Source: an optimization exercise on an open RTL-to-GDS flow (aim: small area and a short achievable clock period). Production flows keep margins and buffers that such runs may drop.
Function was not checked in any run shown here: the RTL went through the layout flow alone.

`run.sh`:
```
#!/bin/bash
# synth_recipe.tcl (not shown) runs the flow's synth.tcl, then flattens the netlist and writes it again
# the make line also repeats each setting of config.mk as NAME=value (left out here)
make -C /OpenROAD-flow-scripts/flow DESIGN_CONFIG=/design/flow/config.mk WORK_HOME=/design/flow/orfs CLKGATE_MAP_FILE= SYNTH_SCRIPT=/design/flow/synth_recipe.tcl finish
```
`config.mk`:
```
export PLATFORM = sky130hd
export DESIGN_NAME = cpu_cpu
export DESIGN_NICKNAME = cpu_cpu
export VERILOG_FILES = /design/flow/design.v
export SDC_FILE = /design/flow/constraint.sdc
export NUM_CORES = 4
export LEC_CHECK = 0
export CAP_MARGIN = 20
export CORE_MARGIN = 2
export CORE_UTILIZATION = 70
export SLEW_MARGIN = 20
export SYNTH_HIERARCHICAL = 1
export SYNTH_MINIMUM_KEEP_SIZE = 0
```
`constraint.sdc`:
```
create_clock -name core_clock -period 22.0 [get_ports {clk}]
set_input_delay 4.4000 -clock core_clock [delete_from_list [all_inputs] [get_ports {clk}]]
set_output_delay 4.4000 -clock core_clock [all_outputs]
set_load 0.01 [all_outputs]
```
`design.v`:
```
module cpu_aoi222(a0, s0, a1, s1, a2, s2, y);
    input a0, s0, a1, s1, a2, s2;
    output y;
    assign y = ~((a0 & s0) | (a1 & s1) | (a2 & s2));
endmodule
module cpu_sel8_tail(d6, s6, d7, s7, n0, n1, y);
    input d6, s6, d7, s7, n0, n1;
    output y;
    assign y = ~(n0 & n1 & ~((d6 & s6) | (d7 & s7)));
endmodule
module cpu_sel7_tail(d6, s6, n0, n1, y);
    input d6, s6, n0, n1;
    output y;
    assign y = ~(n0 & n1 & ~(d6 & s6));
endmodule
module cpu_sel8(d, s, y);
    input [7:0] d, s;
    output y;
    wire n0, n1;
    cpu_aoi222    u0(d[0], s[0], d[1], s[1], d[2], s[2], n0);
    cpu_aoi222    u1(d[3], s[3], d[4], s[4], d[5], s[5], n1);
    cpu_sel8_tail u2(d[6], s[6], d[7], s[7], n0, n1, y);
endmodule
module cpu_sel7(d, s, y);
    input [6:0] d, s;
    output y;
    wire n0, n1;
    cpu_aoi222    u0(d[0], s[0], d[1], s[1], d[2], s[2], n0);
    cpu_aoi222    u1(d[3], s[3], d[4], s[4], d[5], s[5], n1);
    cpu_sel7_tail u2(d[6], s[6], n0, n1, y);
endmodule
module cpu_sel4(d, s, y);
    input [3:0] d, s;
    output y;
    assign y = |(d & s);
endmodule
module cpu_decoder(code, pc, inst);
    input  [255:0] code;
    input  [7:0]   pc;
    output [15:0]  inst;
    wire [7:0] sh = 8'b1 << pc[7:5];
    wire [7:0] sm = 8'b1 << pc[4:2];
    wire [3:0] sl = 4'b1 << pc[1:0];
    wire [46:0] s1;
    wire [18:0] s2;
    genvar j, k;
    generate
        for (j = 0; j < 32; j = j + 1) begin : g1
            wire [7:0] t;
            for (k = 0; k < 8; k = k + 1) begin : g1k
                assign t[k] = code[32 * k + j];
            end
            cpu_sel8 u(.d(t), .s(sh), .y(s1[j]));
        end
        for (j = 32; j < 47; j = j + 1) begin : g1e
            wire [6:0] t;
            for (k = 0; k < 7; k = k + 1) begin : g1k
                assign t[k] = code[32 * k + j];
            end
            cpu_sel7 u(.d(t), .s(sh[6:0]), .y(s1[j]));
        end
        for (j = 0; j < 19; j = j + 1) begin : g2
            wire [7:0] t;
            for (k = 0; k < 8; k = k + 1) begin : g2k
                assign t[k] = s1[4 * k + j];
            end
            cpu_sel8 u(.d(t), .s(sm), .y(s2[j]));
        end
        for (j = 0; j < 16; j = j + 1) begin : g3
            cpu_sel4 u(.d(s2[j +: 4]), .s(sl), .y(inst[j]));
        end
    endgenerate
endmodule
module cpu_div(a, b, quo);
    input  [7:0] a, b;
    output [7:0] quo;
    wire [9:0] b1 = {2'b0, b};
    wire [9:0] b2 = {1'b0, b, 1'b0};
    wire [9:0] b3 = b1 + b2;
    wire [7:0] rem [0:4];
    assign rem[4] = 8'b0;
    genvar s;
    generate
        for (s = 3; s >= 0; s = s - 1) begin : gs
            localparam W = 8 - 2 * s;
            wire [W-1:0] x;
            if (W == 2) begin : gx2
                assign x = a[2*s +: 2];
            end else begin : gxn
                assign x = {rem[s + 1][W-3:0], a[2*s +: 2]};
            end
            wire hz1 = b1[9:W] == 0;
            wire hz2 = b2[9:W] == 0;
            wire hz3 = b3[9:W] == 0;
            wire [W:0] d1 = {1'b0, x} - {1'b0, b1[W-1:0]};
            wire [W:0] d2 = {1'b0, x} - {1'b0, b2[W-1:0]};
            wire [W:0] d3 = {1'b0, x} - {1'b0, b3[W-1:0]};
            wire ge1 = hz1 & ~d1[W];
            wire ge2 = hz2 & ~d2[W];
            wire ge3 = hz3 & ~d3[W];
            assign quo[2*s+1] = ge2;
            assign quo[2*s]   = ge3 | (ge1 & ~ge2);
            wire [W-1:0] r = ge3 ? d3[W-1:0] : ge2 ? d2[W-1:0] : ge1 ? d1[W-1:0] : x;
            if (W == 8) begin : gr8
                assign rem[s] = r;
            end else begin : grn
                assign rem[s] = {{(8-W){1'b0}}, r};
            end
        end
    endgenerate
endmodule
module cpu_mul(a, b, p);
    input  [7:0] a, b;
    output [7:0] p;
    assign p = a * b;
endmodule
module cpu_rdport(regs, sel, q);
    input  [63:0] regs;
    input  [7:0]  sel;
    output [7:0]  q;
    genvar j, k;
    generate
        for (j = 0; j < 8; j = j + 1) begin : g
            wire [7:0] t;
            for (k = 0; k < 8; k = k + 1) begin : gk
                assign t[k] = regs[8 * k + j];
            end
            cpu_sel8 u(t, sel, q[j]);
        end
    endgenerate
endmodule
module cpu_cpu(clk, reset, code, out);
    input clk, reset;
    input  [255:0] code;
    output reg [7:0] out;
    reg [7:0] pc;
    reg [7:0] regs [0:7];
    reg [1:0] cmp_state;
    wire [15:0] inst;
    cpu_decoder decoder(.code(code), .pc(pc), .inst(inst));
    wire [4:0] op    = inst[4:0];
    wire [2:0] ra    = inst[7:5];
    wire [2:0] rb    = inst[10:8];
    wire [7:0] imm_i = inst[15:8];
    wire [7:0] imm_j = inst[12:5];
    wire [7:0] ra_oh = 8'b1 << ra;
    wire [7:0] rb_oh = 8'b1 << rb;
    wire [63:0] rflat = {regs[7], regs[6], regs[5], regs[4],
                         regs[3], regs[2], regs[1], regs[0]};
    wire [7:0] a, b;
    cpu_rdport rda(.regs(rflat), .sel(ra_oh), .q(a));
    cpu_rdport rdb(.regs(rflat), .sel(rb_oh), .q(b));
    wire op_inc = op == 5'd10;
    wire op_dec = op == 5'd11;
    wire op_add = op == 5'd12;
    wire op_sub = op == 5'd13;
    wire [7:0] addb = op_add ? b : op_sub ? ~b : {8{op_dec}};
    wire [7:0] sum  = a + addb + {7'b0, op_inc | op_sub};
    wire same = ra == rb;
    wire lt = !same && (sum < b);
    wire eq = same || (sum == b);
    wire [7:0] prod, quo;
    cpu_mul mul(.a(a), .b(b), .p(prod));
    cpu_div div(.a(a), .b(b), .quo(quo));
    reg [7:0] res;
    always @* begin
        case (op)
            5'd14:   res = prod;
            5'd15:   res = quo;
            5'd16:   res = a & b;
            5'd17:   res = a | b;
            5'd18:   res = a ^ b;
            5'd0:    res = imm_i;
            default: res = sum;
        endcase
    end
    wire wr = op == 5'd0 || (op >= 5'd10 && op <= 5'd18);
    reg taken;
    always @* begin
        case (op)
            5'd4, 5'd5: taken = cmp_state == 2'd0;
            5'd6, 5'd7: taken = cmp_state == 2'd1;
            5'd8, 5'd9: taken = cmp_state == 2'd2;
            5'd2, 5'd3: taken = 1'b1;
            default:    taken = 1'b0;
        endcase
    end
    reg [4:0] len;
    always @* begin
        case (op)
            5'd0:                 len = 5'd16;
            5'd1, 5'd5, 5'd7, 5'd9,
            5'd10, 5'd11:         len = 5'd8;
            5'd4, 5'd6, 5'd8:     len = 5'd13;
            5'd12, 5'd13, 5'd14, 5'd15,
            5'd16, 5'd17, 5'd18:  len = 5'd11;
            default:              len = 5'd0;
        endcase
    end
    wire [7:0] target = op[0] ? a : imm_j;
    wire [7:0] pc_seq = pc + {3'b0, len};
    integer k;
    always @(posedge clk) begin
        if (reset)
            pc <= 8'd0;
        else if (taken)
            pc <= target;
        else
            pc <= pc_seq;
        if (!reset) begin
            for (k = 0; k < 8; k = k + 1)
                if (wr && ra_oh[k])
                    regs[k] <= res;
            if (op_sub)
                cmp_state <= lt ? 2'd0 : eq ? 2'd1 : 2'd2;
            if (op == 5'd1)
                out <= a;
        end
    end
endmodule
```
==> impl_metrics.toml, run 1 <==
[place]
port_buffers = 265

[logic_synthesis]
synth_top_flop_cell = "edfxtp_1"
syn_area_per_cell_sq_um = 9.14
async_flop_share_pct = 0
yosysTopAreaCell = "edfxtp_1"
ys_seq_elements = 82
synth.area.top_cells = "edfxtp_1 (20%), a222oi_1 (15%), ha_1 (13%)"
synth-edff-count = 74
synth.distinct_cells = 77
yosys_warnings = 9
ys_seq_area_share_pct = 21.9
synth_top_area_share_pct = 20.5
synthCells = 1187
synth_nets = 1583
syn_area_sq_um = 10900

[die]
fp.dieH_um = 129
std_cell_rows = 45
io_pins = 266
die_w_um = 129
start_util_pct = 71.4

[run_status]
haltStage = "global placement"
error = "[ERROR GPL-0301] Utilization 100.157 % exceeds 100%."
outcome = "aborted with a tool error"
-- modules after synthesis, one instance, submodules excluded, a selection --
module	area (sq um)	times used
cpu_sel4	18.8	16
cpu_cpu	4540	1
cpu_decoder	153	1
cpu_sel7_tail	8.76	15
cpu_mul	885	1
cpu_aoi222	10.0	164
cpu_sel8_tail	12.5	67
cpu_div	2370	1
-- cell usage after synthesis, drive strengths merged, types with 10 or more instances --
cell and instances:
a211oi 16, a222oi 164, inv 67, o21ai 23
and2 21, a21oi 60, and3b 10, edfxtp 74
xor2 23, nand2 94, nor2 48, xnor2 28
fa 24, ha 114, nand3 95, nor3b 12
nand2b 19, a21o 35, buf 16, nor2b 12
a22oi 108, nor3 16, clkbuf 12
-- cell families after synthesis --
logic type / count (synthesis) / share of synthesized area (%)
xor gates and xnor gates: 53 / 4.60
muxes: 16 / 1.60
buffers and inverters: 96 / 3.75
AOI/OAI and AO/OA: 454 / 34.0
adders and majority gates: 138 / 17.6
DFF: 82 / 21.9
and+or+nand+nor: 348 / 16.5
==> inputs of run 2 (changes only) <==
--- a/config.mk
+++ b/config.mk
@@ -6,8 +6,11 @@
 export NUM_CORES = 4
 export LEC_CHECK = 0
 export CAP_MARGIN = 20
+export CELL_PAD_IN_SITES_DETAIL_PLACEMENT = 0
+export CELL_PAD_IN_SITES_GLOBAL_PLACEMENT = 0
 export CORE_MARGIN = 2
-export CORE_UTILIZATION = 70
+export CORE_UTILIZATION = 75
+export PLACE_DENSITY = 0.85
 export SLEW_MARGIN = 20
 export SYNTH_HIERARCHICAL = 1
 export SYNTH_MINIMUM_KEEP_SIZE = 0
==> run 2 against run 1 <==
  * Synthesized area unchanged
  * Synthesized cell count stayed put
  * The run again fails in global placement
==> impl_metrics.toml, run 2 <==
[logic_synthesis]
synth_top_area_share_pct = 20.5
synth_top_flop_cell = "edfxtp_1"
synth_nets = 1583
ys_seq_elements = 82
synthCells = 1187
synth.area.top_cells = "edfxtp_1 (20%), a222oi_1 (15%), ha_1 (13%)"
yosys_warnings = 9
synth.distinct_cells = 77
syn_area_per_cell_sq_um = 9.14
async_flop_share_pct = 0
synthTopCellsByCount = "a222oi_1 (164), ha_1 (114), a22oi_1 (108)"
ys_seq_area_share_pct = 21.9
yosysTopAreaCell = "edfxtp_1"
synth-edff-count = 74
synth.most_common_cell = "a222oi_1"
syn_area_sq_um = 10900

[run_status]
error = "[ERROR GPL-0301] Utilization 108.917 % exceeds 100%."
outcome = "aborted with a tool error"
haltStage = "global placement"

[die]
start_util_pct = 77.6
die_w_um = 124
std_cell_rows = 43
io_pins = 266
fp.dieH_um = 124

[place]
port_buffers = 265
run 2: Yosys stat by module, one instance, submodules excluded, a selection:
module | flip-flops and latches | times used | cells
cpu_aoi222 | 0 | 164 | 1
cpu_cpu | 82 | 1 | 397
cpu_decoder | 0 | 1 | 20
cpu_div | 0 | 1 | 292
cpu_mul | 0 | 1 | 102
cpu_sel4 | 0 | 16 | 3
cpu_sel7_tail | 0 | 15 | 2
cpu_sel8_tail | 0 | 67 | 2
run 2: cells by family after synthesis:
group	count (synthesis)	synth area share, %
adder cells (fa/ha/maj)	138	17.6
XOR/XNOR	53	4.60
flip-flops	82	21.9
AND/OR/NAND/NOR	348	16.5
buffers and inverters	96	3.75
AO/OA/AOI/OAI	454	34.0
multiplexers	16	1.60
